This is an optimization exercise on Yosys and OpenROAD, whose aim is small area and a short achievable clock period, not a production implementation.
At most, simulation tests tie the RTL to the original design; equivalence was not proved.
Function not checked in run 2: the RTL went through the layout flow alone.

## flow/design.v (module list and top-level ports; edited modules follow where they fit)
// module MrSimSimulation: 958 lines
// module kmfa: 4 lines
module MrSimSimulation(input clk, input reset,
    input [63:0] io_enq_dat,
    input  io_enq_val,
    output io_enq_rdy,
    output[63:0] io_deq_dat,
    output io_deq_val,
    input  io_deq_rdy
);
  // ...
==> flow/flow/run.sh <==
#!/bin/bash
# Standard synthesis, then the standard layout with the resizer aiming for a setup slack margin,
# small port buffers and a smaller clock tree.
set -euo pipefail
bash standard.sh synth > synth.log 2>&1
bash standard.sh SETUP_SLACK_MARGIN=12.4 BUFFER_PORTS_ARGS='-buffer_cell sky130_fd_sc_hd__buf_1' 'CTS_ARGS=-sink_clustering_enable -repair_clock_nets -dont_use_dummy_load -buf_list sky130_fd_sc_hd__clkbuf_16 -sink_clustering_size 30 -sink_clustering_max_diameter 140' finish > layout.log 2>&1
==> flow/standard.sh <==
#!/bin/bash
# synth_recipe.tcl (not shown) runs the flow's synth.tcl, then flattens the netlist and writes it again
# the make line also repeats each setting of config.mk as NAME=value (left out here)
make -C /OpenROAD-flow-scripts/flow DESIGN_CONFIG=/design/flow/config.mk WORK_HOME=/design/flow/orfs CLKGATE_MAP_FILE= SYNTH_SCRIPT=/design/flow/synth_recipe.tcl "${@:-finish}"
==> flow/config.mk <==
export PLATFORM = sky130hd
export DESIGN_NAME = MrSimSimulation
export DESIGN_NICKNAME = MrSimSimulation
export VERILOG_FILES = /design/flow/design.v
export SDC_FILE = /design/flow/constraint.sdc
export NUM_CORES = 4
export LEC_CHECK = 0
export CAP_MARGIN = 20
export CORE_MARGIN = 2
export CORE_UTILIZATION = 40
export PLACE_DENSITY = 0.6
export SLEW_MARGIN = 20
export SYNTH_HIERARCHICAL = 1
export SYNTH_MINIMUM_KEEP_SIZE = 0
==> flow/constraint.sdc <==
create_clock -name core_clock -period 17.0 [get_ports {clk}]
set_input_delay 3.4000 -clock core_clock [delete_from_list [all_inputs] [get_ports {clk}]]
set_output_delay 3.4000 -clock core_clock [all_outputs]
set_load 0.01 [all_outputs]
==> summary.md, run 1 <==
| Metric | Value |
|---|---|
| Max stage delay cell, worst path | `ha_4` |
| Post-CTS sizing | `26` |
| Cts hold-fix bufs | `0` |
| Most common cell after layout, fill and taps aside | `fa_1` |
| Number of fill cells | `3,381` |
| Vias in the first global route | `9,938` |
| Final setup vio count | `0` |
| Max FO, Critical Path | `3` |
| Detail Route Antenna Nets | `0` |
| Post-synth ARST share | `0` |
| Aggregate negative setup slack | `0 ns` |
| Detailed-route vias per instance | `4.96` |
| Drt total wl | `34,300 µm` |
| Top class by area | `multi-input gates` |
| Synth Area in Adders | `0.367` |
| Total global routing overflow | `0` |
| DIE WIDTH | `197 µm` |
| Final hold slack | `0.309 ns` |
| First-pass GRT wire length | `54,300 µm` |
| Clk Latency, worst-skew pair | `0.45 ns` |
| Inverters | `86` |
| Gr usage total | `0.184` |
| Ys flop type | `dfxtp_1` |
| Status | `timing/DRC/antenna clean` |
| Tightest Pin Transition | `1.10 ns` |
| Met1 usage | `0.245` |
==> run 2, diff against run 1 <==
--- a/flow/design.v
+++ b/flow/design.v
@@ -216,48 +216,138 @@
   kmfa us194 (.a(c134), .b(s165), .c(c164), .s(s194), .co(c195));
   wire s196, c197;
   kmfa us196 (.a(s141), .b(c166), .c(s167), .s(s196), .co(c197));
   wire s198, c199;
   kmfa us198 (.a(c142), .b(s169), .c(c168), .s(s198), .co(c199));
   wire s200, c201;
   kmfa us200 (.a(c146), .b(c170), .c(s171), .s(s200), .co(c201));
   wire s202 = pn72 ^ s173 ^ c172;
-  wire [16:0] dist0_a = {c201, c199, c197, c195, c193, c191, c189, c187, c185, c183, c181, c179, c177, c175, s174, 1'b0, df0[0]};
-  wire [16:0] dist0_b = {s202, s200, s198, s196, s194, s192, s190, s188, s186, s184, s182, s180, s178, s176, s147, 1'b0, df1[0]};
-  wire [16:0] dist0_p = dist0_a ^ dist0_b;
-  wire [16:0] dist0_g = dist0_a & dist0_b;
-  wire dist0_G1 = dist0_g[1] | (dist0_p[1] & dist0_g[0]); wire dist0_P1 = dist0_p[1] & dist0_p[0];
-  wire dist0_G2 = dist0_g[3] | (dist0_p[3] & dist0_g[2]); wire dist0_P2 = dist0_p[3] & dist0_p[2];
-  wire dist0_G3 = dist0_g[5] | (dist0_p[5] & dist0_g[4]); wire dist0_P3 = dist0_p[5] & dist0_p[4];
-  wire dist0_G4 = dist0_g[7] | (dist0_p[7] & dist0_g[6]); wire dist0_P4 = dist0_p[7] & dist0_p[6];
-  wire dist0_G5 = dist0_g[9] | (dist0_p[9] & dist0_g[8]); wire dist0_P5 = dist0_p[9] & dist0_p[8];
-  wire dist0_G6 = dist0_g[11] | (dist0_p[11] & dist0_g[10]); wire dist0_P6 = dist0_p[11] & dist0_p[10];
-  wire dist0_G7 = dist0_g[13] | (dist0_p[13] & dist0_g[12]); wire dist0_P7 = dist0_p[13] & dist0_p[12];
-  wire dist0_G8 = dist0_g[15] | (dist0_p[15] & dist0_g[14]); wire dist0_P8 = dist0_p[15] & dist0_p[14];
-  wire dist0_G9 = dist0_G2 | (dist0_P2 & dist0_G1); wire dist0_P9 = dist0_P2 & dist0_P1;
-  wire dist0_G10 = dist0_G4 | (dist0_P4 & dist0_G3); wire dist0_P10 = dist0_P4 & dist0_P3;
-  wire dist0_G11 = dist0_G6 | (dist0_P6 & dist0_G5); wire dist0_P11 = dist0_P6 & dist0_P5;
-  wire dist0_G12 = dist0_G8 | (dist0_P8 & dist0_G7); wire dist0_P12 = dist0_P8 & dist0_P7;
-  wire dist0_G13 = dist0_G10 | (dist0_P10 & dist0_G9); wire dist0_P13 = dist0_P10 & dist0_P9;
-  wire dist0_G14 = dist0_G12 | (dist0_P12 & dist0_G11); wire dist0_P14 = dist0_P12 & dist0_P11;
-  wire dist0_G15 = dist0_G14 | (dist0_P14 & dist0_G13); wire dist0_P15 = dist0_P14 & dist0_P13;
-  wire dist0_G16 = dist0_G11 | (dist0_P11 & dist0_G13); wire dist0_P16 = dist0_P11 & dist0_P13;
-  wire dist0_G17 = dist0_G3 | (dist0_P3 & dist0_G9); wire dist0_P17 = dist0_P3 & dist0_P9;
-  wire dist0_G18 = dist0_G5 | (dist0_P5 & dist0_G13); wire dist0_P18 = dist0_P5 & dist0_P13;
-  wire dist0_G19 = dist0_G7 | (dist0_P7 & dist0_G16); wire dist0_P19 = dist0_P7 & dist0_P16;
-  wire dist0_G20 = dist0_g[2] | (dist0_p[2] & dist0_G1); wire dist0_P20 = dist0_p[2] & dist0_P1;
-  wire dist0_G21 = dist0_g[4] | (dist0_p[4] & dist0_G9); wire dist0_P21 = dist0_p[4] & dist0_P9;
-  wire dist0_G22 = dist0_g[6] | (dist0_p[6] & dist0_G17); wire dist0_P22 = dist0_p[6] & dist0_P17;
-  wire dist0_G23 = dist0_g[8] | (dist0_p[8] & dist0_G13); wire dist0_P23 = dist0_p[8] & dist0_P13;
-  wire dist0_G24 = dist0_g[10] | (dist0_p[10] & dist0_G18); wire dist0_P24 = dist0_p[10] & dist0_P18;
-  wire dist0_G25 = dist0_g[12] | (dist0_p[12] & dist0_G16); wire dist0_P25 = dist0_p[12] & dist0_P16;
-  wire dist0_G26 = dist0_g[14] | (dist0_p[14] & dist0_G19); wire dist0_P26 = dist0_p[14] & dist0_P19;
-  wire dist0_G27 = dist0_g[16] | (dist0_p[16] & dist0_G15); wire dist0_P27 = dist0_p[16] & dist0_P15;
-  wire [16:0] dist0 = {dist0_p[16] ^ dist0_G15, dist0_p[15] ^ dist0_G26, dist0_p[14] ^ dist0_G19, dist0_p[13] ^ dist0_G25, dist0_p[12] ^ dist0_G16, dist0_p[11] ^ dist0_G24, dist0_p[10] ^ dist0_G18, dist0_p[9] ^ dist0_G23, dist0_p[8] ^ dist0_G13, dist0_p[7] ^ dist0_G22, dist0_p[6] ^ dist0_G17, dist0_p[5] ^ dist0_G21, dist0_p[4] ^ dist0_G9, dist0_p[3] ^ dist0_G20, dist0_p[2] ^ dist0_G1, dist0_p[1] ^ dist0_g[0], dist0_p[0]};
+  wire dist0_hp0, dist0_hg0;
+  kmha udist0_h0 (.a(df0[0]), .b(df1[0]), .s(dist0_hp0), .co(dist0_hg0));
+  wire dist0_hp1, dist0_hg1;
+  kmha udist0_h1 (.a(1'b0), .b(1'b0), .s(dist0_hp1), .co(dist0_hg1));
+  wire dist0_hp2, dist0_hg2;
+  kmha udist0_h2 (.a(s174), .b(s147), .s(dist0_hp2), .co(dist0_hg2));
+  wire dist0_hp3, dist0_hg3;
+  kmha udist0_h3 (.a(c175), .b(s176), .s(dist0_hp3), .co(dist0_hg3));
+  wire dist0_hp4, dist0_hg4;
+  kmha udist0_h4 (.a(c177), .b(s178), .s(dist0_hp4), .co(dist0_hg4));
+  wire dist0_hp5, dist0_hg5;
+  kmha udist0_h5 (.a(c179), .b(s180), .s(dist0_hp5), .co(dist0_hg5));
+  wire dist0_hp6, dist0_hg6;
+  kmha udist0_h6 (.a(c181), .b(s182), .s(dist0_hp6), .co(dist0_hg6));
+  wire dist0_hp7, dist0_hg7;
+  kmha udist0_h7 (.a(c183), .b(s184), .s(dist0_hp7), .co(dist0_hg7));
+  wire dist0_hp8, dist0_hg8;
+  kmha udist0_h8 (.a(c185), .b(s186), .s(dist0_hp8), .co(dist0_hg8));
+  wire dist0_hp9, dist0_hg9;
+  kmha udist0_h9 (.a(c187), .b(s188), .s(dist0_hp9), .co(dist0_hg9));
+  wire dist0_hp10, dist0_hg10;
+  kmha udist0_h10 (.a(c189), .b(s190), .s(dist0_hp10), .co(dist0_hg10));
+  wire dist0_hp11, dist0_hg11;
+  kmha udist0_h11 (.a(c191), .b(s192), .s(dist0_hp11), .co(dist0_hg11));
+  wire dist0_hp12, dist0_hg12;
+  kmha udist0_h12 (.a(c193), .b(s194), .s(dist0_hp12), .co(dist0_hg12));
+  wire dist0_hp13, dist0_hg13;
+  kmha udist0_h13 (.a(c195), .b(s196), .s(dist0_hp13), .co(dist0_hg13));
+  wire dist0_hp14, dist0_hg14;
+  kmha udist0_h14 (.a(c197), .b(s198), .s(dist0_hp14), .co(dist0_hg14));
+  wire dist0_hp15, dist0_hg15;
+  kmha udist0_h15 (.a(c199), .b(s200), .s(dist0_hp15), .co(dist0_hg15));
+  wire dist0_hp16, dist0_hg16;
+  kmha udist0_h16 (.a(c201), .b(s202), .s(dist0_hp16), .co(dist0_hg16));
+  wire dist0_G1 = dist0_hg0 | (dist0_hp0 & 1'b0);
+  wire dist0_P1 = dist0_hp0 & 1'b0;
+  wire dist0_G2 = dist0_hg2 | (dist0_hp2 & dist0_hg1);
+  wire dist0_P2 = dist0_hp2 & dist0_hp1;
+  wire dist0_G3 = dist0_hg4 | (dist0_hp4 & dist0_hg3);
+  wire dist0_P3 = dist0_hp4 & dist0_hp3;
+  wire dist0_G4 = dist0_hg6 | (dist0_hp6 & dist0_hg5);
+  wire dist0_P4 = dist0_hp6 & dist0_hp5;
+  wire dist0_G5 = dist0_hg8 | (dist0_hp8 & dist0_hg7);
+  wire dist0_P5 = dist0_hp8 & dist0_hp7;
+  wire dist0_G6 = dist0_hg10 | (dist0_hp10 & dist0_hg9);
+  wire dist0_P6 = dist0_hp10 & dist0_hp9;
+  wire dist0_G7 = dist0_hg12 | (dist0_hp12 & dist0_hg11);
+  wire dist0_P7 = dist0_hp12 & dist0_hp11;
+  wire dist0_G8 = dist0_hg14 | (dist0_hp14 & dist0_hg13);
+  wire dist0_P8 = dist0_hp14 & dist0_hp13;
+  wire dist0_G9 = dist0_hg16 | (dist0_hp16 & dist0_hg15);
+  wire dist0_P9 = dist0_hp16 & dist0_hp15;
+  wire dist0_G10 = dist0_hg1 | (dist0_hp1 & dist0_G1);
+  wire dist0_P10 = dist0_hp1 & dist0_P1;
+  wire dist0_G11 = dist0_G2 | (dist0_P2 & dist0_G1);
+  wire dist0_P11 = dist0_P2 & dist0_P1;
+  wire dist0_G12 = dist0_hg5 | (dist0_hp5 & dist0_G3);
+  wire dist0_P12 = dist0_hp5 & dist0_P3;
+  wire dist0_G13 = dist0_G4 | (dist0_P4 & dist0_G3);
+  wire dist0_P13 = dist0_P4 & dist0_P3;
+  wire dist0_G14 = dist0_hg9 | (dist0_hp9 & dist0_G5);
+  wire dist0_P14 = dist0_hp9 & dist0_P5;
+  wire dist0_G15 = dist0_G6 | (dist0_P6 & dist0_G5);
+  wire dist0_P15 = dist0_P6 & dist0_P5;
+  wire dist0_G16 = dist0_hg13 | (dist0_hp13 & dist0_G7);
+  wire dist0_P16 = dist0_hp13 & dist0_P7;
+  wire dist0_G17 = dist0_G8 | (dist0_P8 & dist0_G7);
+  wire dist0_P17 = dist0_P8 & dist0_P7;
+  wire dist0_G18 = dist0_hg3 | (dist0_hp3 & dist0_G11);
+  wire dist0_P18 = dist0_hp3 & dist0_P11;
+  wire dist0_G19 = dist0_G3 | (dist0_P3 & dist0_G11);
+  wire dist0_P19 = dist0_P3 & dist0_P11;
+  wire dist0_G20 = dist0_G12 | (dist0_P12 & dist0_G11);
+  wire dist0_P20 = dist0_P12 & dist0_P11;
+  wire dist0_G21 = dist0_G13 | (dist0_P13 & dist0_G11);
+  wire dist0_P21 = dist0_P13 & dist0_P11;
+  wire dist0_G22 = dist0_hg11 | (dist0_hp11 & dist0_G15);
+  wire dist0_P22 = dist0_hp11 & dist0_P15;
+  wire dist0_G23 = dist0_G7 | (dist0_P7 & dist0_G15);
+  wire dist0_P23 = dist0_P7 & dist0_P15;
+  wire dist0_G24 = dist0_G16 | (dist0_P16 & dist0_G15);
+  wire dist0_P24 = dist0_P16 & dist0_P15;
+  wire dist0_G25 = dist0_G17 | (dist0_P17 & dist0_G15);
+  wire dist0_P25 = dist0_P17 & dist0_P15;
+  wire dist0_G26 = dist0_hg7 | (dist0_hp7 & dist0_G21);
+  wire dist0_P26 = dist0_hp7 & dist0_P21;
+  wire dist0_G27 = dist0_G5 | (dist0_P5 & dist0_G21);
+  wire dist0_P27 = dist0_P5 & dist0_P21;
+  wire dist0_G28 = dist0_G14 | (dist0_P14 & dist0_G21);
+  wire dist0_P28 = dist0_P14 & dist0_P21;
+  wire dist0_G29 = dist0_G15 | (dist0_P15 & dist0_G21);
+  wire dist0_P29 = dist0_P15 & dist0_P21;
+  wire dist0_G30 = dist0_G22 | (dist0_P22 & dist0_G21);
+  wire dist0_P30 = dist0_P22 & dist0_P21;
+  wire dist0_G31 = dist0_G23 | (dist0_P23 & dist0_G21);
+  wire dist0_P31 = dist0_P23 & dist0_P21;
+  wire dist0_G32 = dist0_G24 | (dist0_P24 & dist0_G21);
+  wire dist0_P32 = dist0_P24 & dist0_P21;
+  wire dist0_G33 = dist0_G25 | (dist0_P25 & dist0_G21);
+  wire dist0_P33 = dist0_P25 & dist0_P21;
+  wire dist0_G34 = dist0_hg15 | (dist0_hp15 & dist0_G33);
+  wire dist0_P34 = dist0_hp15 & dist0_P33;
+  wire dist0_G35 = dist0_G9 | (dist0_P9 & dist0_G33);
+  wire dist0_P35 = dist0_P9 & dist0_P33;
+  wire dist0_s0 = dist0_hp0;
+  wire dist0_s1 = dist0_hp1 ^ dist0_G1;
+  wire dist0_s2 = dist0_hp2 ^ dist0_G10;
+  wire dist0_s3 = dist0_hp3 ^ dist0_G11;
+  wire dist0_s4 = dist0_hp4 ^ dist0_G18;
+  wire dist0_s5 = dist0_hp5 ^ dist0_G19;
+  wire dist0_s6 = dist0_hp6 ^ dist0_G20;
+  wire dist0_s7 = dist0_hp7 ^ dist0_G21;
+  wire dist0_s8 = dist0_hp8 ^ dist0_G26;
+  wire dist0_s9 = dist0_hp9 ^ dist0_G27;
+  wire dist0_s10 = dist0_hp10 ^ dist0_G28;
+  wire dist0_s11 = dist0_hp11 ^ dist0_G29;
+  wire dist0_s12 = dist0_hp12 ^ dist0_G30;
+  wire dist0_s13 = dist0_hp13 ^ dist0_G31;
+  wire dist0_s14 = dist0_hp14 ^ dist0_G32;
+  wire dist0_s15 = dist0_hp15 ^ dist0_G33;
+  wire dist0_s16 = dist0_hp16 ^ dist0_G34;
+  wire [16:0] dist0 = {dist0_s16, dist0_s15, dist0_s14, dist0_s13, dist0_s12, dist0_s11, dist0_s10, dist0_s9, dist0_s8, dist0_s7, dist0_s6, dist0_s5, dist0_s4, dist0_s3, dist0_s2, dist0_s1, dist0_s0};
   wire pp203 = df2[0] & df2[1];
   wire pp204 = df2[0] & df2[2];
   wire pp205 = df2[0] & df2[3];
   wire pp206 = df2[0] & df2[4];
   wire pp207 = df2[0] & df2[5];
   wire pp208 = df2[0] & df2[6];
   wire pp209 = df2[0] & df2[7];
   wire pp210 = df2[1] & df2[2];
@@ -450,48 +540,138 @@
   kmfa us396 (.a(c336), .b(s367), .c(c366), .s(s396), .co(c397));
   wire s398, c399;
   kmfa us398 (.a(s343), .b(c368), .c(s369), .s(s398), .co(c399));
   wire s400, c401;
   kmfa us400 (.a(c344), .b(s371), .c(c370), .s(s400), .co(c401));
   wire s402, c403;
   kmfa us402 (.a(c348), .b(c372), .c(s373), .s(s402), .co(c403));
   wire s404 = pn274 ^ s375 ^ c374;
-  wire [16:0] dist1_a = {c403, c401, c399, c397, c395, c393, c391, c389, c387, c385, c383, c381, c379, c377, s376, 1'b0, df2[0]};
-  wire [16:0] dist1_b = {s404, s402, s400, s398, s396, s394, s392, s390, s388, s386, s384, s382, s380, s378, s349, 1'b0, df3[0]};
-  wire [16:0] dist1_p = dist1_a ^ dist1_b;
-  wire [16:0] dist1_g = dist1_a & dist1_b;
-  wire dist1_G1 = dist1_g[1] | (dist1_p[1] & dist1_g[0]); wire dist1_P1 = dist1_p[1] & dist1_p[0];
-  wire dist1_G2 = dist1_g[3] | (dist1_p[3] & dist1_g[2]); wire dist1_P2 = dist1_p[3] & dist1_p[2];
-  wire dist1_G3 = dist1_g[5] | (dist1_p[5] & dist1_g[4]); wire dist1_P3 = dist1_p[5] & dist1_p[4];
-  wire dist1_G4 = dist1_g[7] | (dist1_p[7] & dist1_g[6]); wire dist1_P4 = dist1_p[7] & dist1_p[6];
-  wire dist1_G5 = dist1_g[9] | (dist1_p[9] & dist1_g[8]); wire dist1_P5 = dist1_p[9] & dist1_p[8];
-  wire dist1_G6 = dist1_g[11] | (dist1_p[11] & dist1_g[10]); wire dist1_P6 = dist1_p[11] & dist1_p[10];
-  wire dist1_G7 = dist1_g[13] | (dist1_p[13] & dist1_g[12]); wire dist1_P7 = dist1_p[13] & dist1_p[12];
-  wire dist1_G8 = dist1_g[15] | (dist1_p[15] & dist1_g[14]); wire dist1_P8 = dist1_p[15] & dist1_p[14];
-  wire dist1_G9 = dist1_G2 | (dist1_P2 & dist1_G1); wire dist1_P9 = dist1_P2 & dist1_P1;
-  wire dist1_G10 = dist1_G4 | (dist1_P4 & dist1_G3); wire dist1_P10 = dist1_P4 & dist1_P3;
-  wire dist1_G11 = dist1_G6 | (dist1_P6 & dist1_G5); wire dist1_P11 = dist1_P6 & dist1_P5;
-  wire dist1_G12 = dist1_G8 | (dist1_P8 & dist1_G7); wire dist1_P12 = dist1_P8 & dist1_P7;
-  wire dist1_G13 = dist1_G10 | (dist1_P10 & dist1_G9); wire dist1_P13 = dist1_P10 & dist1_P9;
-  wire dist1_G14 = dist1_G12 | (dist1_P12 & dist1_G11); wire dist1_P14 = dist1_P12 & dist1_P11;
-  wire dist1_G15 = dist1_G14 | (dist1_P14 & dist1_G13); wire dist1_P15 = dist1_P14 & dist1_P13;
-  wire dist1_G16 = dist1_G11 | (dist1_P11 & dist1_G13); wire dist1_P16 = dist1_P11 & dist1_P13;
-  wire dist1_G17 = dist1_G3 | (dist1_P3 & dist1_G9); wire dist1_P17 = dist1_P3 & dist1_P9;
-  wire dist1_G18 = dist1_G5 | (dist1_P5 & dist1_G13); wire dist1_P18 = dist1_P5 & dist1_P13;
-  wire dist1_G19 = dist1_G7 | (dist1_P7 & dist1_G16); wire dist1_P19 = dist1_P7 & dist1_P16;
-  wire dist1_G20 = dist1_g[2] | (dist1_p[2] & dist1_G1); wire dist1_P20 = dist1_p[2] & dist1_P1;
-  wire dist1_G21 = dist1_g[4] | (dist1_p[4] & dist1_G9); wire dist1_P21 = dist1_p[4] & dist1_P9;
-  wire dist1_G22 = dist1_g[6] | (dist1_p[6] & dist1_G17); wire dist1_P22 = dist1_p[6] & dist1_P17;
-  wire dist1_G23 = dist1_g[8] | (dist1_p[8] & dist1_G13); wire dist1_P23 = dist1_p[8] & dist1_P13;
-  wire dist1_G24 = dist1_g[10] | (dist1_p[10] & dist1_G18); wire dist1_P24 = dist1_p[10] & dist1_P18;
-  wire dist1_G25 = dist1_g[12] | (dist1_p[12] & dist1_G16); wire dist1_P25 = dist1_p[12] & dist1_P16;
-  wire dist1_G26 = dist1_g[14] | (dist1_p[14] & dist1_G19); wire dist1_P26 = dist1_p[14] & dist1_P19;
-  wire dist1_G27 = dist1_g[16] | (dist1_p[16] & dist1_G15); wire dist1_P27 = dist1_p[16] & dist1_P15;
-  wire [16:0] dist1 = {dist1_p[16] ^ dist1_G15, dist1_p[15] ^ dist1_G26, dist1_p[14] ^ dist1_G19, dist1_p[13] ^ dist1_G25, dist1_p[12] ^ dist1_G16, dist1_p[11] ^ dist1_G24, dist1_p[10] ^ dist1_G18, dist1_p[9] ^ dist1_G23, dist1_p[8] ^ dist1_G13, dist1_p[7] ^ dist1_G22, dist1_p[6] ^ dist1_G17, dist1_p[5] ^ dist1_G21, dist1_p[4] ^ dist1_G9, dist1_p[3] ^ dist1_G20, dist1_p[2] ^ dist1_G1, dist1_p[1] ^ dist1_g[0], dist1_p[0]};
+  wire dist1_hp0, dist1_hg0;
+  kmha udist1_h0 (.a(df2[0]), .b(df3[0]), .s(dist1_hp0), .co(dist1_hg0));
+  wire dist1_hp1, dist1_hg1;
+  kmha udist1_h1 (.a(1'b0), .b(1'b0), .s(dist1_hp1), .co(dist1_hg1));
+  wire dist1_hp2, dist1_hg2;
+  kmha udist1_h2 (.a(s376), .b(s349), .s(dist1_hp2), .co(dist1_hg2));
+  wire dist1_hp3, dist1_hg3;
+  kmha udist1_h3 (.a(c377), .b(s378), .s(dist1_hp3), .co(dist1_hg3));
+  wire dist1_hp4, dist1_hg4;
+  kmha udist1_h4 (.a(c379), .b(s380), .s(dist1_hp4), .co(dist1_hg4));
+  wire dist1_hp5, dist1_hg5;
+  kmha udist1_h5 (.a(c381), .b(s382), .s(dist1_hp5), .co(dist1_hg5));
+  wire dist1_hp6, dist1_hg6;
+  kmha udist1_h6 (.a(c383), .b(s384), .s(dist1_hp6), .co(dist1_hg6));
+  wire dist1_hp7, dist1_hg7;
+  kmha udist1_h7 (.a(c385), .b(s386), .s(dist1_hp7), .co(dist1_hg7));
+  wire dist1_hp8, dist1_hg8;
+  kmha udist1_h8 (.a(c387), .b(s388), .s(dist1_hp8), .co(dist1_hg8));
+  wire dist1_hp9, dist1_hg9;
+  kmha udist1_h9 (.a(c389), .b(s390), .s(dist1_hp9), .co(dist1_hg9));
+  wire dist1_hp10, dist1_hg10;
+  kmha udist1_h10 (.a(c391), .b(s392), .s(dist1_hp10), .co(dist1_hg10));
+  wire dist1_hp11, dist1_hg11;
+  kmha udist1_h11 (.a(c393), .b(s394), .s(dist1_hp11), .co(dist1_hg11));
+  wire dist1_hp12, dist1_hg12;
+  kmha udist1_h12 (.a(c395), .b(s396), .s(dist1_hp12), .co(dist1_hg12));
+  wire dist1_hp13, dist1_hg13;
+  kmha udist1_h13 (.a(c397), .b(s398), .s(dist1_hp13), .co(dist1_hg13));
+  wire dist1_hp14, dist1_hg14;
+  kmha udist1_h14 (.a(c399), .b(s400), .s(dist1_hp14), .co(dist1_hg14));
+  wire dist1_hp15, dist1_hg15;
+  kmha udist1_h15 (.a(c401), .b(s402), .s(dist1_hp15), .co(dist1_hg15));
+  wire dist1_hp16, dist1_hg16;
+  kmha udist1_h16 (.a(c403), .b(s404), .s(dist1_hp16), .co(dist1_hg16));
+  wire dist1_G1 = dist1_hg0 | (dist1_hp0 & 1'b0);
+  wire dist1_P1 = dist1_hp0 & 1'b0;
+  wire dist1_G2 = dist1_hg2 | (dist1_hp2 & dist1_hg1);
+  wire dist1_P2 = dist1_hp2 & dist1_hp1;
+  wire dist1_G3 = dist1_hg4 | (dist1_hp4 & dist1_hg3);
+  wire dist1_P3 = dist1_hp4 & dist1_hp3;
+  wire dist1_G4 = dist1_hg6 | (dist1_hp6 & dist1_hg5);
+  wire dist1_P4 = dist1_hp6 & dist1_hp5;
+  wire dist1_G5 = dist1_hg8 | (dist1_hp8 & dist1_hg7);
+  wire dist1_P5 = dist1_hp8 & dist1_hp7;
+  wire dist1_G6 = dist1_hg10 | (dist1_hp10 & dist1_hg9);
+  wire dist1_P6 = dist1_hp10 & dist1_hp9;
+  wire dist1_G7 = dist1_hg12 | (dist1_hp12 & dist1_hg11);
+  wire dist1_P7 = dist1_hp12 & dist1_hp11;
+  wire dist1_G8 = dist1_hg14 | (dist1_hp14 & dist1_hg13);
+  wire dist1_P8 = dist1_hp14 & dist1_hp13;
+  wire dist1_G9 = dist1_hg16 | (dist1_hp16 & dist1_hg15);
+  wire dist1_P9 = dist1_hp16 & dist1_hp15;
+  wire dist1_G10 = dist1_hg1 | (dist1_hp1 & dist1_G1);
+  wire dist1_P10 = dist1_hp1 & dist1_P1;
+  wire dist1_G11 = dist1_G2 | (dist1_P2 & dist1_G1);
+  wire dist1_P11 = dist1_P2 & dist1_P1;
+  wire dist1_G12 = dist1_hg5 | (dist1_hp5 & dist1_G3);
+  wire dist1_P12 = dist1_hp5 & dist1_P3;
+  wire dist1_G13 = dist1_G4 | (dist1_P4 & dist1_G3);
+  wire dist1_P13 = dist1_P4 & dist1_P3;
+  wire dist1_G14 = dist1_hg9 | (dist1_hp9 & dist1_G5);
+  wire dist1_P14 = dist1_hp9 & dist1_P5;
+  wire dist1_G15 = dist1_G6 | (dist1_P6 & dist1_G5);
+  wire dist1_P15 = dist1_P6 & dist1_P5;
+  wire dist1_G16 = dist1_hg13 | (dist1_hp13 & dist1_G7);
+  wire dist1_P16 = dist1_hp13 & dist1_P7;
+  wire dist1_G17 = dist1_G8 | (dist1_P8 & dist1_G7);
+  wire dist1_P17 = dist1_P8 & dist1_P7;
+  wire dist1_G18 = dist1_hg3 | (dist1_hp3 & dist1_G11);
+  wire dist1_P18 = dist1_hp3 & dist1_P11;
+  wire dist1_G19 = dist1_G3 | (dist1_P3 & dist1_G11);
+  wire dist1_P19 = dist1_P3 & dist1_P11;
+  wire dist1_G20 = dist1_G12 | (dist1_P12 & dist1_G11);
+  wire dist1_P20 = dist1_P12 & dist1_P11;
+  wire dist1_G21 = dist1_G13 | (dist1_P13 & dist1_G11);
+  wire dist1_P21 = dist1_P13 & dist1_P11;
+  wire dist1_G22 = dist1_hg11 | (dist1_hp11 & dist1_G15);
+  wire dist1_P22 = dist1_hp11 & dist1_P15;
+  wire dist1_G23 = dist1_G7 | (dist1_P7 & dist1_G15);
+  wire dist1_P23 = dist1_P7 & dist1_P15;
+  wire dist1_G24 = dist1_G16 | (dist1_P16 & dist1_G15);
+  wire dist1_P24 = dist1_P16 & dist1_P15;
+  wire dist1_G25 = dist1_G17 | (dist1_P17 & dist1_G15);
+  wire dist1_P25 = dist1_P17 & dist1_P15;
+  wire dist1_G26 = dist1_hg7 | (dist1_hp7 & dist1_G21);
+  wire dist1_P26 = dist1_hp7 & dist1_P21;
+  wire dist1_G27 = dist1_G5 | (dist1_P5 & dist1_G21);
+  wire dist1_P27 = dist1_P5 & dist1_P21;
+  wire dist1_G28 = dist1_G14 | (dist1_P14 & dist1_G21);
+  wire dist1_P28 = dist1_P14 & dist1_P21;
+  wire dist1_G29 = dist1_G15 | (dist1_P15 & dist1_G21);
+  wire dist1_P29 = dist1_P15 & dist1_P21;
+  wire dist1_G30 = dist1_G22 | (dist1_P22 & dist1_G21);
+  wire dist1_P30 = dist1_P22 & dist1_P21;
+  wire dist1_G31 = dist1_G23 | (dist1_P23 & dist1_G21);
+  wire dist1_P31 = dist1_P23 & dist1_P21;
+  wire dist1_G32 = dist1_G24 | (dist1_P24 & dist1_G21);
+  wire dist1_P32 = dist1_P24 & dist1_P21;
+  wire dist1_G33 = dist1_G25 | (dist1_P25 & dist1_G21);
+  wire dist1_P33 = dist1_P25 & dist1_P21;
+  wire dist1_G34 = dist1_hg15 | (dist1_hp15 & dist1_G33);
+  wire dist1_P34 = dist1_hp15 & dist1_P33;
+  wire dist1_G35 = dist1_G9 | (dist1_P9 & dist1_G33);
+  wire dist1_P35 = dist1_P9 & dist1_P33;
+  wire dist1_s0 = dist1_hp0;
+  wire dist1_s1 = dist1_hp1 ^ dist1_G1;
+  wire dist1_s2 = dist1_hp2 ^ dist1_G10;
+  wire dist1_s3 = dist1_hp3 ^ dist1_G11;
+  wire dist1_s4 = dist1_hp4 ^ dist1_G18;
+  wire dist1_s5 = dist1_hp5 ^ dist1_G19;
+  wire dist1_s6 = dist1_hp6 ^ dist1_G20;
+  wire dist1_s7 = dist1_hp7 ^ dist1_G21;
+  wire dist1_s8 = dist1_hp8 ^ dist1_G26;
+  wire dist1_s9 = dist1_hp9 ^ dist1_G27;
+  wire dist1_s10 = dist1_hp10 ^ dist1_G28;
+  wire dist1_s11 = dist1_hp11 ^ dist1_G29;
+  wire dist1_s12 = dist1_hp12 ^ dist1_G30;
+  wire dist1_s13 = dist1_hp13 ^ dist1_G31;
+  wire dist1_s14 = dist1_hp14 ^ dist1_G32;
+  wire dist1_s15 = dist1_hp15 ^ dist1_G33;
+  wire dist1_s16 = dist1_hp16 ^ dist1_G34;
+  wire [16:0] dist1 = {dist1_s16, dist1_s15, dist1_s14, dist1_s13, dist1_s12, dist1_s11, dist1_s10, dist1_s9, dist1_s8, dist1_s7, dist1_s6, dist1_s5, dist1_s4, dist1_s3, dist1_s2, dist1_s1, dist1_s0};
   wire pp405 = df4[0] & df4[1];
   wire pp406 = df4[0] & df4[2];
   wire pp407 = df4[0] & df4[3];
   wire pp408 = df4[0] & df4[4];
   wire pp409 = df4[0] & df4[5];
   wire pp410 = df4[0] & df4[6];
   wire pp411 = df4[0] & df4[7];
   wire pp412 = df4[1] & df4[2];
@@ -684,48 +864,138 @@
   kmfa us598 (.a(c538), .b(s569), .c(c568), .s(s598), .co(c599));
   wire s600, c601;
   kmfa us600 (.a(s545), .b(c570), .c(s571), .s(s600), .co(c601));
   wire s602, c603;
   kmfa us602 (.a(c546), .b(s573), .c(c572), .s(s602), .co(c603));
   wire s604, c605;
   kmfa us604 (.a(c550), .b(c574), .c(s575), .s(s604), .co(c605));
   wire s606 = pn476 ^ s577 ^ c576;
-  wire [16:0] dist2_a = {c605, c603, c601, c599, c597, c595, c593, c591, c589, c587, c585, c583, c581, c579, s578, 1'b0, df4[0]};
-  wire [16:0] dist2_b = {s606, s604, s602, s600, s598, s596, s594, s592, s590, s588, s586, s584, s582, s580, s551, 1'b0, df5[0]};
-  wire [16:0] dist2_p = dist2_a ^ dist2_b;
-  wire [16:0] dist2_g = dist2_a & dist2_b;
-  wire dist2_G1 = dist2_g[1] | (dist2_p[1] & dist2_g[0]); wire dist2_P1 = dist2_p[1] & dist2_p[0];
-  wire dist2_G2 = dist2_g[3] | (dist2_p[3] & dist2_g[2]); wire dist2_P2 = dist2_p[3] & dist2_p[2];
-  wire dist2_G3 = dist2_g[5] | (dist2_p[5] & dist2_g[4]); wire dist2_P3 = dist2_p[5] & dist2_p[4];
-  wire dist2_G4 = dist2_g[7] | (dist2_p[7] & dist2_g[6]); wire dist2_P4 = dist2_p[7] & dist2_p[6];
-  wire dist2_G5 = dist2_g[9] | (dist2_p[9] & dist2_g[8]); wire dist2_P5 = dist2_p[9] & dist2_p[8];
-  wire dist2_G6 = dist2_g[11] | (dist2_p[11] & dist2_g[10]); wire dist2_P6 = dist2_p[11] & dist2_p[10];
-  wire dist2_G7 = dist2_g[13] | (dist2_p[13] & dist2_g[12]); wire dist2_P7 = dist2_p[13] & dist2_p[12];
-  wire dist2_G8 = dist2_g[15] | (dist2_p[15] & dist2_g[14]); wire dist2_P8 = dist2_p[15] & dist2_p[14];
-  wire dist2_G9 = dist2_G2 | (dist2_P2 & dist2_G1); wire dist2_P9 = dist2_P2 & dist2_P1;
-  wire dist2_G10 = dist2_G4 | (dist2_P4 & dist2_G3); wire dist2_P10 = dist2_P4 & dist2_P3;
-  wire dist2_G11 = dist2_G6 | (dist2_P6 & dist2_G5); wire dist2_P11 = dist2_P6 & dist2_P5;
-  wire dist2_G12 = dist2_G8 | (dist2_P8 & dist2_G7); wire dist2_P12 = dist2_P8 & dist2_P7;
-  wire dist2_G13 = dist2_G10 | (dist2_P10 & dist2_G9); wire dist2_P13 = dist2_P10 & dist2_P9;
-  wire dist2_G14 = dist2_G12 | (dist2_P12 & dist2_G11); wire dist2_P14 = dist2_P12 & dist2_P11;
-  wire dist2_G15 = dist2_G14 | (dist2_P14 & dist2_G13); wire dist2_P15 = dist2_P14 & dist2_P13;
-  wire dist2_G16 = dist2_G11 | (dist2_P11 & dist2_G13); wire dist2_P16 = dist2_P11 & dist2_P13;
-  wire dist2_G17 = dist2_G3 | (dist2_P3 & dist2_G9); wire dist2_P17 = dist2_P3 & dist2_P9;
-  wire dist2_G18 = dist2_G5 | (dist2_P5 & dist2_G13); wire dist2_P18 = dist2_P5 & dist2_P13;
-  wire dist2_G19 = dist2_G7 | (dist2_P7 & dist2_G16); wire dist2_P19 = dist2_P7 & dist2_P16;
-  wire dist2_G20 = dist2_g[2] | (dist2_p[2] & dist2_G1); wire dist2_P20 = dist2_p[2] & dist2_P1;
-  wire dist2_G21 = dist2_g[4] | (dist2_p[4] & dist2_G9); wire dist2_P21 = dist2_p[4] & dist2_P9;
-  wire dist2_G22 = dist2_g[6] | (dist2_p[6] & dist2_G17); wire dist2_P22 = dist2_p[6] & dist2_P17;
-  wire dist2_G23 = dist2_g[8] | (dist2_p[8] & dist2_G13); wire dist2_P23 = dist2_p[8] & dist2_P13;
-  wire dist2_G24 = dist2_g[10] | (dist2_p[10] & dist2_G18); wire dist2_P24 = dist2_p[10] & dist2_P18;
-  wire dist2_G25 = dist2_g[12] | (dist2_p[12] & dist2_G16); wire dist2_P25 = dist2_p[12] & dist2_P16;
-  wire dist2_G26 = dist2_g[14] | (dist2_p[14] & dist2_G19); wire dist2_P26 = dist2_p[14] & dist2_P19;
-  wire dist2_G27 = dist2_g[16] | (dist2_p[16] & dist2_G15); wire dist2_P27 = dist2_p[16] & dist2_P15;
-  wire [16:0] dist2 = {dist2_p[16] ^ dist2_G15, dist2_p[15] ^ dist2_G26, dist2_p[14] ^ dist2_G19, dist2_p[13] ^ dist2_G25, dist2_p[12] ^ dist2_G16, dist2_p[11] ^ dist2_G24, dist2_p[10] ^ dist2_G18, dist2_p[9] ^ dist2_G23, dist2_p[8] ^ dist2_G13, dist2_p[7] ^ dist2_G22, dist2_p[6] ^ dist2_G17, dist2_p[5] ^ dist2_G21, dist2_p[4] ^ dist2_G9, dist2_p[3] ^ dist2_G20, dist2_p[2] ^ dist2_G1, dist2_p[1] ^ dist2_g[0], dist2_p[0]};
+  wire dist2_hp0, dist2_hg0;
+  kmha udist2_h0 (.a(df4[0]), .b(df5[0]), .s(dist2_hp0), .co(dist2_hg0));
+  wire dist2_hp1, dist2_hg1;
+  kmha udist2_h1 (.a(1'b0), .b(1'b0), .s(dist2_hp1), .co(dist2_hg1));
+  wire dist2_hp2, dist2_hg2;
+  kmha udist2_h2 (.a(s578), .b(s551), .s(dist2_hp2), .co(dist2_hg2));
+  wire dist2_hp3, dist2_hg3;
+  kmha udist2_h3 (.a(c579), .b(s580), .s(dist2_hp3), .co(dist2_hg3));
+  wire dist2_hp4, dist2_hg4;
+  kmha udist2_h4 (.a(c581), .b(s582), .s(dist2_hp4), .co(dist2_hg4));
+  wire dist2_hp5, dist2_hg5;
+  kmha udist2_h5 (.a(c583), .b(s584), .s(dist2_hp5), .co(dist2_hg5));
+  wire dist2_hp6, dist2_hg6;
+  kmha udist2_h6 (.a(c585), .b(s586), .s(dist2_hp6), .co(dist2_hg6));
+  wire dist2_hp7, dist2_hg7;
+  kmha udist2_h7 (.a(c587), .b(s588), .s(dist2_hp7), .co(dist2_hg7));
+  wire dist2_hp8, dist2_hg8;
+  kmha udist2_h8 (.a(c589), .b(s590), .s(dist2_hp8), .co(dist2_hg8));
+  wire dist2_hp9, dist2_hg9;
+  kmha udist2_h9 (.a(c591), .b(s592), .s(dist2_hp9), .co(dist2_hg9));
+  wire dist2_hp10, dist2_hg10;
+  kmha udist2_h10 (.a(c593), .b(s594), .s(dist2_hp10), .co(dist2_hg10));
+  wire dist2_hp11, dist2_hg11;
+  kmha udist2_h11 (.a(c595), .b(s596), .s(dist2_hp11), .co(dist2_hg11));
+  wire dist2_hp12, dist2_hg12;
+  kmha udist2_h12 (.a(c597), .b(s598), .s(dist2_hp12), .co(dist2_hg12));
+  wire dist2_hp13, dist2_hg13;
+  kmha udist2_h13 (.a(c599), .b(s600), .s(dist2_hp13), .co(dist2_hg13));
+  wire dist2_hp14, dist2_hg14;
+  kmha udist2_h14 (.a(c601), .b(s602), .s(dist2_hp14), .co(dist2_hg14));
+  wire dist2_hp15, dist2_hg15;
+  kmha udist2_h15 (.a(c603), .b(s604), .s(dist2_hp15), .co(dist2_hg15));
+  wire dist2_hp16, dist2_hg16;
+  kmha udist2_h16 (.a(c605), .b(s606), .s(dist2_hp16), .co(dist2_hg16));
+  wire dist2_G1 = dist2_hg0 | (dist2_hp0 & 1'b0);
+  wire dist2_P1 = dist2_hp0 & 1'b0;
+  wire dist2_G2 = dist2_hg2 | (dist2_hp2 & dist2_hg1);
+  wire dist2_P2 = dist2_hp2 & dist2_hp1;
+  wire dist2_G3 = dist2_hg4 | (dist2_hp4 & dist2_hg3);
+  wire dist2_P3 = dist2_hp4 & dist2_hp3;
+  wire dist2_G4 = dist2_hg6 | (dist2_hp6 & dist2_hg5);
+  wire dist2_P4 = dist2_hp6 & dist2_hp5;
+  wire dist2_G5 = dist2_hg8 | (dist2_hp8 & dist2_hg7);
+  wire dist2_P5 = dist2_hp8 & dist2_hp7;
+  wire dist2_G6 = dist2_hg10 | (dist2_hp10 & dist2_hg9);
+  wire dist2_P6 = dist2_hp10 & dist2_hp9;
+  wire dist2_G7 = dist2_hg12 | (dist2_hp12 & dist2_hg11);
+  wire dist2_P7 = dist2_hp12 & dist2_hp11;
+  wire dist2_G8 = dist2_hg14 | (dist2_hp14 & dist2_hg13);
+  wire dist2_P8 = dist2_hp14 & dist2_hp13;
+  wire dist2_G9 = dist2_hg16 | (dist2_hp16 & dist2_hg15);
+  wire dist2_P9 = dist2_hp16 & dist2_hp15;
+  wire dist2_G10 = dist2_hg1 | (dist2_hp1 & dist2_G1);
+  wire dist2_P10 = dist2_hp1 & dist2_P1;
+  wire dist2_G11 = dist2_G2 | (dist2_P2 & dist2_G1);
+  wire dist2_P11 = dist2_P2 & dist2_P1;
+  wire dist2_G12 = dist2_hg5 | (dist2_hp5 & dist2_G3);
+  wire dist2_P12 = dist2_hp5 & dist2_P3;
+  wire dist2_G13 = dist2_G4 | (dist2_P4 & dist2_G3);
+  wire dist2_P13 = dist2_P4 & dist2_P3;
+  wire dist2_G14 = dist2_hg9 | (dist2_hp9 & dist2_G5);
+  wire dist2_P14 = dist2_hp9 & dist2_P5;
+  wire dist2_G15 = dist2_G6 | (dist2_P6 & dist2_G5);
+  wire dist2_P15 = dist2_P6 & dist2_P5;
+  wire dist2_G16 = dist2_hg13 | (dist2_hp13 & dist2_G7);
+  wire dist2_P16 = dist2_hp13 & dist2_P7;
+  wire dist2_G17 = dist2_G8 | (dist2_P8 & dist2_G7);
+  wire dist2_P17 = dist2_P8 & dist2_P7;
+  wire dist2_G18 = dist2_hg3 | (dist2_hp3 & dist2_G11);
+  wire dist2_P18 = dist2_hp3 & dist2_P11;
+  wire dist2_G19 = dist2_G3 | (dist2_P3 & dist2_G11);
+  wire dist2_P19 = dist2_P3 & dist2_P11;
+  wire dist2_G20 = dist2_G12 | (dist2_P12 & dist2_G11);
+  wire dist2_P20 = dist2_P12 & dist2_P11;
+  wire dist2_G21 = dist2_G13 | (dist2_P13 & dist2_G11);
+  wire dist2_P21 = dist2_P13 & dist2_P11;
+  wire dist2_G22 = dist2_hg11 | (dist2_hp11 & dist2_G15);
+  wire dist2_P22 = dist2_hp11 & dist2_P15;
+  wire dist2_G23 = dist2_G7 | (dist2_P7 & dist2_G15);
+  wire dist2_P23 = dist2_P7 & dist2_P15;
+  wire dist2_G24 = dist2_G16 | (dist2_P16 & dist2_G15);
+  wire dist2_P24 = dist2_P16 & dist2_P15;
+  wire dist2_G25 = dist2_G17 | (dist2_P17 & dist2_G15);
+  wire dist2_P25 = dist2_P17 & dist2_P15;
+  wire dist2_G26 = dist2_hg7 | (dist2_hp7 & dist2_G21);
+  wire dist2_P26 = dist2_hp7 & dist2_P21;
+  wire dist2_G27 = dist2_G5 | (dist2_P5 & dist2_G21);
+  wire dist2_P27 = dist2_P5 & dist2_P21;
+  wire dist2_G28 = dist2_G14 | (dist2_P14 & dist2_G21);
+  wire dist2_P28 = dist2_P14 & dist2_P21;
+  wire dist2_G29 = dist2_G15 | (dist2_P15 & dist2_G21);
+  wire dist2_P29 = dist2_P15 & dist2_P21;
+  wire dist2_G30 = dist2_G22 | (dist2_P22 & dist2_G21);
+  wire dist2_P30 = dist2_P22 & dist2_P21;
+  wire dist2_G31 = dist2_G23 | (dist2_P23 & dist2_G21);
+  wire dist2_P31 = dist2_P23 & dist2_P21;
+  wire dist2_G32 = dist2_G24 | (dist2_P24 & dist2_G21);
+  wire dist2_P32 = dist2_P24 & dist2_P21;
+  wire dist2_G33 = dist2_G25 | (dist2_P25 & dist2_G21);
+  wire dist2_P33 = dist2_P25 & dist2_P21;
+  wire dist2_G34 = dist2_hg15 | (dist2_hp15 & dist2_G33);
+  wire dist2_P34 = dist2_hp15 & dist2_P33;
+  wire dist2_G35 = dist2_G9 | (dist2_P9 & dist2_G33);
+  wire dist2_P35 = dist2_P9 & dist2_P33;
+  wire dist2_s0 = dist2_hp0;
+  wire dist2_s1 = dist2_hp1 ^ dist2_G1;
+  wire dist2_s2 = dist2_hp2 ^ dist2_G10;
+  wire dist2_s3 = dist2_hp3 ^ dist2_G11;
+  wire dist2_s4 = dist2_hp4 ^ dist2_G18;
+  wire dist2_s5 = dist2_hp5 ^ dist2_G19;
+  wire dist2_s6 = dist2_hp6 ^ dist2_G20;
+  wire dist2_s7 = dist2_hp7 ^ dist2_G21;
+  wire dist2_s8 = dist2_hp8 ^ dist2_G26;
+  wire dist2_s9 = dist2_hp9 ^ dist2_G27;
+  wire dist2_s10 = dist2_hp10 ^ dist2_G28;
+  wire dist2_s11 = dist2_hp11 ^ dist2_G29;
+  wire dist2_s12 = dist2_hp12 ^ dist2_G30;
+  wire dist2_s13 = dist2_hp13 ^ dist2_G31;
+  wire dist2_s14 = dist2_hp14 ^ dist2_G32;
+  wire dist2_s15 = dist2_hp15 ^ dist2_G33;
+  wire dist2_s16 = dist2_hp16 ^ dist2_G34;
+  wire [16:0] dist2 = {dist2_s16, dist2_s15, dist2_s14, dist2_s13, dist2_s12, dist2_s11, dist2_s10, dist2_s9, dist2_s8, dist2_s7, dist2_s6, dist2_s5, dist2_s4, dist2_s3, dist2_s2, dist2_s1, dist2_s0};
   wire ll20_g0 = dist0[0] & ~dist2[0];
   wire ll20_p0 = dist0[0] | ~dist2[0];
   wire ll20_g1 = dist0[1] & ~dist2[1];
   wire ll20_p1 = dist0[1] | ~dist2[1];
   wire ll20_g2 = dist0[2] & ~dist2[2];
   wire ll20_p2 = dist0[2] | ~dist2[2];
   wire ll20_g3 = dist0[3] & ~dist2[3];
   wire ll20_p3 = dist0[3] | ~dist2[3];
@@ -955,8 +1225,12 @@
   assign io_enq_rdy = 1'b1;
   assign io_deq_val = f[0];
   assign io_deq_dat = {32'd0, q0[17:2], 6'd0, q0[1:0], 8'hff};
 endmodule
 module kmfa(input a, input b, input c, output s, output co);
   assign s = a ^ b ^ c;
   assign co = (a & b) | (a & c) | (b & c);
 endmodule
+module kmha(input a, input b, output s, output co);
+  assign s = a ^ b;
+  assign co = a & b;
+endmodule
==> flow/flow/run.sh (replaced) <==
#!/bin/bash
# Standard synthesis, then the standard layout with the resizer aiming for a setup slack margin,
# small port buffers and a smaller clock tree.
set -euo pipefail
bash standard.sh synth > synth.log 2>&1
bash standard.sh SETUP_SLACK_MARGIN=12.4 BUFFER_PORTS_ARGS='-buffer_cell sky130_fd_sc_hd__buf_1' 'CTS_ARGS=-sink_clustering_enable -repair_clock_nets -dont_use_dummy_load -buf_list sky130_fd_sc_hd__clkbuf_16 -sink_clustering_size 30 -sink_clustering_max_diameter 100' finish > layout.log 2>&1
==> summary.md, run 2 <==
| Metric | Value |
|---|---|
| Tmin final | `4.63 ns` |
| Final hold slack | `0.320 ns (+0.0114 ns)` |
| Synth top area share | `0.232` |
| Most frequent CP cell | `a21o_1` |
| Main combinational cell family by area after synthesis | `adder cells` |
| Worst hold stages | `0` |
| IO Port Bufs | `86` |
| Rel. slew slack | `0.355` |
| Placed Instances | `1,863` |
| Max stage delay cell, worst path | `ha_4` |
| Clock sink count | `189` |
| Gpl congestion | `0.839` |
| Final worst-path cycle share | `0.273` |
| Max FO, Critical Path | `3 (unchanged)` |
| Cts hold-fix bufs | `0 (unchanged)` |
| Register bit total from synthesis | `189` |
| Crit path arrival time | `4.98 ns` |
| Synth Area in Adders | `0.355 (-0.0122)` |
| Fraction of layout cells with a size suffix above 1 | `0.145` |
| RSZ-0062 raised after global routing | `yes` |
| Ys flop type | `dfxtp_1` |
| Largest stage delay, worst path | `0.30 ns` |
| Reg-to-reg critical path startpoint | `df0[0]$_DFF_P_` |
| Synthesis-to-finish area growth | `12.7%` |
| Leading area contributor after synthesis | `fa_1` |
| Detailed-route vias per instance | `5.04 (+1.5%)` |
| Die area | `0.0391 mm²` |
| Highest routed layer | `met4` |
| WP data required | `17.34 ns` |
| Core area | `0.0368 mm²` |
| Die Height | `198 µm` |
| Wire per inst | `17.2 µm` |
| Post-route worst setup slack | `12.37 ns` |
| Vias in the first global route | `10.1k (+1.7%)` |
| Syn. warnings | `7` |
| Pins Over Slew Limit | `0` |
| Hold Path Class | `reg2reg` |
| Clock transition at the registers of the reported paths | `0.06 ns` |
| DIE WIDTH | `198 µm (+0.34%)` |
| Total global routing overflow | `0 (unchanged)` |
| Post-synth EDFFs | `72` |
| Initial DRC count | `354` |
| Xor/xnor share of the synthesized area | `0.0373` |
| Cts bufs inserted | `17` |
| Cells after Synth | `1,310` |
| Drt total wl | `32,800 µm (-4.5%)` |
| Mux contribution to synthesized area | `0.0403` |
| Worst Hold Endpoint | `p2[9]$_DFF_P_` |
| Clk Latency, worst-skew pair | `0.42 ns (-0.03 ns)` |
| Status | `timing/DRC/antenna clean` |
| Final cell count without fillers | `1,900` |
| DP Worst Slack | `11.65 ns` |
| Synth Cell Area | `0.0150 mm²` |
| Compound-cell area share of the yosys netlist | `0.0833` |
| Commonest cells after routing, fill and taps aside | `and2_1, fa_1, ha_1` |
| Drc violations | `0` |
| Worst min-delay path startpoint | `p1[9]$_DFF_P_` |
| CTS tree | `yes` |
| Wl on met1 | `15,800 µm` |
| Vias | `9,578` |
| Detail Route Antenna Nets | `0 (unchanged)` |
| Final setup vio count | `0 (unchanged)` |
| Routed wl met3 | `1250 µm` |
| TritonRoute pass-1 iters | `5` |
| Htree depth | `4` |
| Post-synth ARST share | `0 (unchanged)` |
| Top post-synthesis cells by area | `fa_1, dfxtp_1, edfxtp_1` |
| Post-synthesis simple-gate area fraction | `0.141` |
| Row cnt | `70` |
| Final HPWL DP | `26,300 µm` |
| Max Fclk | `216 MHz` |
| Starting Density | `0.408` |
| Syn Area/Cell | `11.5 µm²` |
| Layout Nets | `1,810` |
| Largest net degree at the start of global routing | `20` |
| FF-to-FF End | `l20$_DFF_P_` |
| Clock Path Buffers | `2` |
| CP Launch Type | `primary input` |
| Commonest cells in the netlist | `fa_1, and2_1, ha_1` |
| Number of fill cells | `3,434 (+1.6%)` |
| Most numerous cell in the Yosys netlist | `fa_1` |
| Crit end category | `flop` |
| Gr usage total | `0.173 (-0.0103)` |
| Distinct cells, synth | `63` |
| Skew final | `0.0182 ns` |
| I/O pins | `134` |
| Most common cell after layout, fill and taps aside | `and2_1` |
| R2r worst-path depth | `15` |
| Max_cap viols | `0` |
| Clock root buffer | `clkbuf_16` |
| Reg-to-reg slack, setup | `12.54 ns` |
| Routed length on met2 | `15,400 µm` |
| First-pass GRT wire length | `53,200 µm (-2.0%)` |
| Post-synthesis sequential area ratio | `0.300` |
| Crit path kind | `in2reg` |
| Tightest Pin Transition | `0.966 ns (-0.131 ns)` |
| Final count of hold timing violations | `0` |
| Aggregate negative setup slack | `0 ns (unchanged)` |
| CP cell instances | `buf_8, clkinvlp_4, ha_4, nor2b_4, o21ai_2, nand2b_1, a21o_1, a21o_1, a21o_1, a21oi_2` |
| Initial antenna violation count | `4` |
## run 2: cell types whose count changed after synthesis, sizes merged, moves of 5 or more
cell / delta
fa: -21
ha: +21
nor2: +15
inv: -13
xor2: -7
nand2: -6
or3: +6
xnor2: +6
nor3: +5
## run 2: layout make-up
cell class / count / area [µm²] / area share
Multi-Input combinational cell: 1047 / 10500 / 0.619
Sequential cell: 189 / 4550 / 0.269
Tap cell: 468 / 586 / 0.0346
Timing Repair Buffer: 105 / 554 / 0.0328
Clock buffer: 17 / 425 / 0.0251
Inverter: 73 / 325 / 0.0192
Antenna cell: 1 / 2.50 / 0.000148
## run 2: worst max path at each step
stage	startpoint	endpoint	slack, ns	cells after the start
after floorplan	io_enq_dat[58]	df3[8]$_DFF_P_	12.26	9
after global placement	io_enq_dat[49]	df0[7]$_DFF_P_	11.66	11
after detailed placement	io_enq_dat[49]	df4[7]$_DFF_P_	11.65	11
after CTS	io_enq_dat[58]	df3[8]$_DFF_P_	12.41	10
after global routing	io_enq_dat[58]	df3[8]$_DFF_P_	12.33	10
final	io_enq_dat[58]	df3[8]$_DFF_P_	12.37	10
## run 2: what timing repair did
item / in CTS / in global routing
pin swaps: 1 / 34
gates resized for setup: 19 / 76
setup endpoints to repair: 60 / 22
gates cloned: 0 / 0
setup buffers: 3 / 16
## run 2: stage by stage
step / util / area (µm²)
6_report: 0.460 / 16900
5_1_grt: 0.460 / 16900
4_1_cts: 0.450 / 16500
3_5_place_dp: 0.436 / 16000
3_3_place_gp: 0.436 / 16000
2_1_floorplan: - / 15500
## run 2: cell families (layout without fill, tap and decap cells)
logic type               count (synthesis)  after routing
flip-flops                             189            189
multiplexers                            54             54
buffers and inverters                  125            195
other                                    2             54
XOR/XNOR                                64             64
adder cells (fa/ha/maj)                324            324
AND/OR/NAND/NOR                        369            369
AO/OA/AOI/OAI                          183            183
## run 2: metal layers
metal	global-route usage	up-vias
met4	0.0348	0
met1	0.246	4801
met3	0.0278	22
li1	-	4589
met5	0	-
met2	0.282	166
## run 2: critical path, delay by kind of cell
kind / cells / cell delay (ns)
buf+inv: 2 / 0.25
compound gates: 5 / 0.81
fa+ha+maj: 1 / 0.30
simple gates: 2 / 0.21
## run 2: modules after synthesis, one instance, submodules excluded
| module | cells | cell area (µm²) | flops+latches | copies in the design |
|---|---|---|---|---|
| MrSimSimulation | 1091 | 11000 | 189 | 1 |
| kmha | 1 | 12.5 | 0 | 51 |
| kmfa | 1 | 20.0 | 0 | 168 |

what the ideal ports hide:
In the flow no input, the clock included, has a driving cell. The finished layouts below were timed again as built, in two steps. Step 1, drivers: a clkbuf_16 drives clk and a buf_2 each remaining input, both assumed. Step 2 also shifts input and output timing later by t, the mid clock arrival at the registers, as if the neighbouring blocks saw the same clock. Slacks: ideal / step 1 / step 2; pairs: ideal / step 1.
run | shift t [ns] | setup slack, ns | clock arrival spread, ns | slew at the worst register clock pin (ns) | worst data-port slew with drivers (ns)
run 1 | 0.482 | 12.427 / 12.433 / 11.964 | 0.035 / 0.035 | 0.09 / 0.09 | 0.09
run 2 | 0.456 | 12.367 / 12.359 / 11.903 | 0.023 / 0.023 | 0.07 / 0.07 | 0.08
After both steps every run listed still meets setup and hold. The setup slack of run 2, which loses most, moves by -0.008 ns with the drivers and by -0.464 ns with both steps.
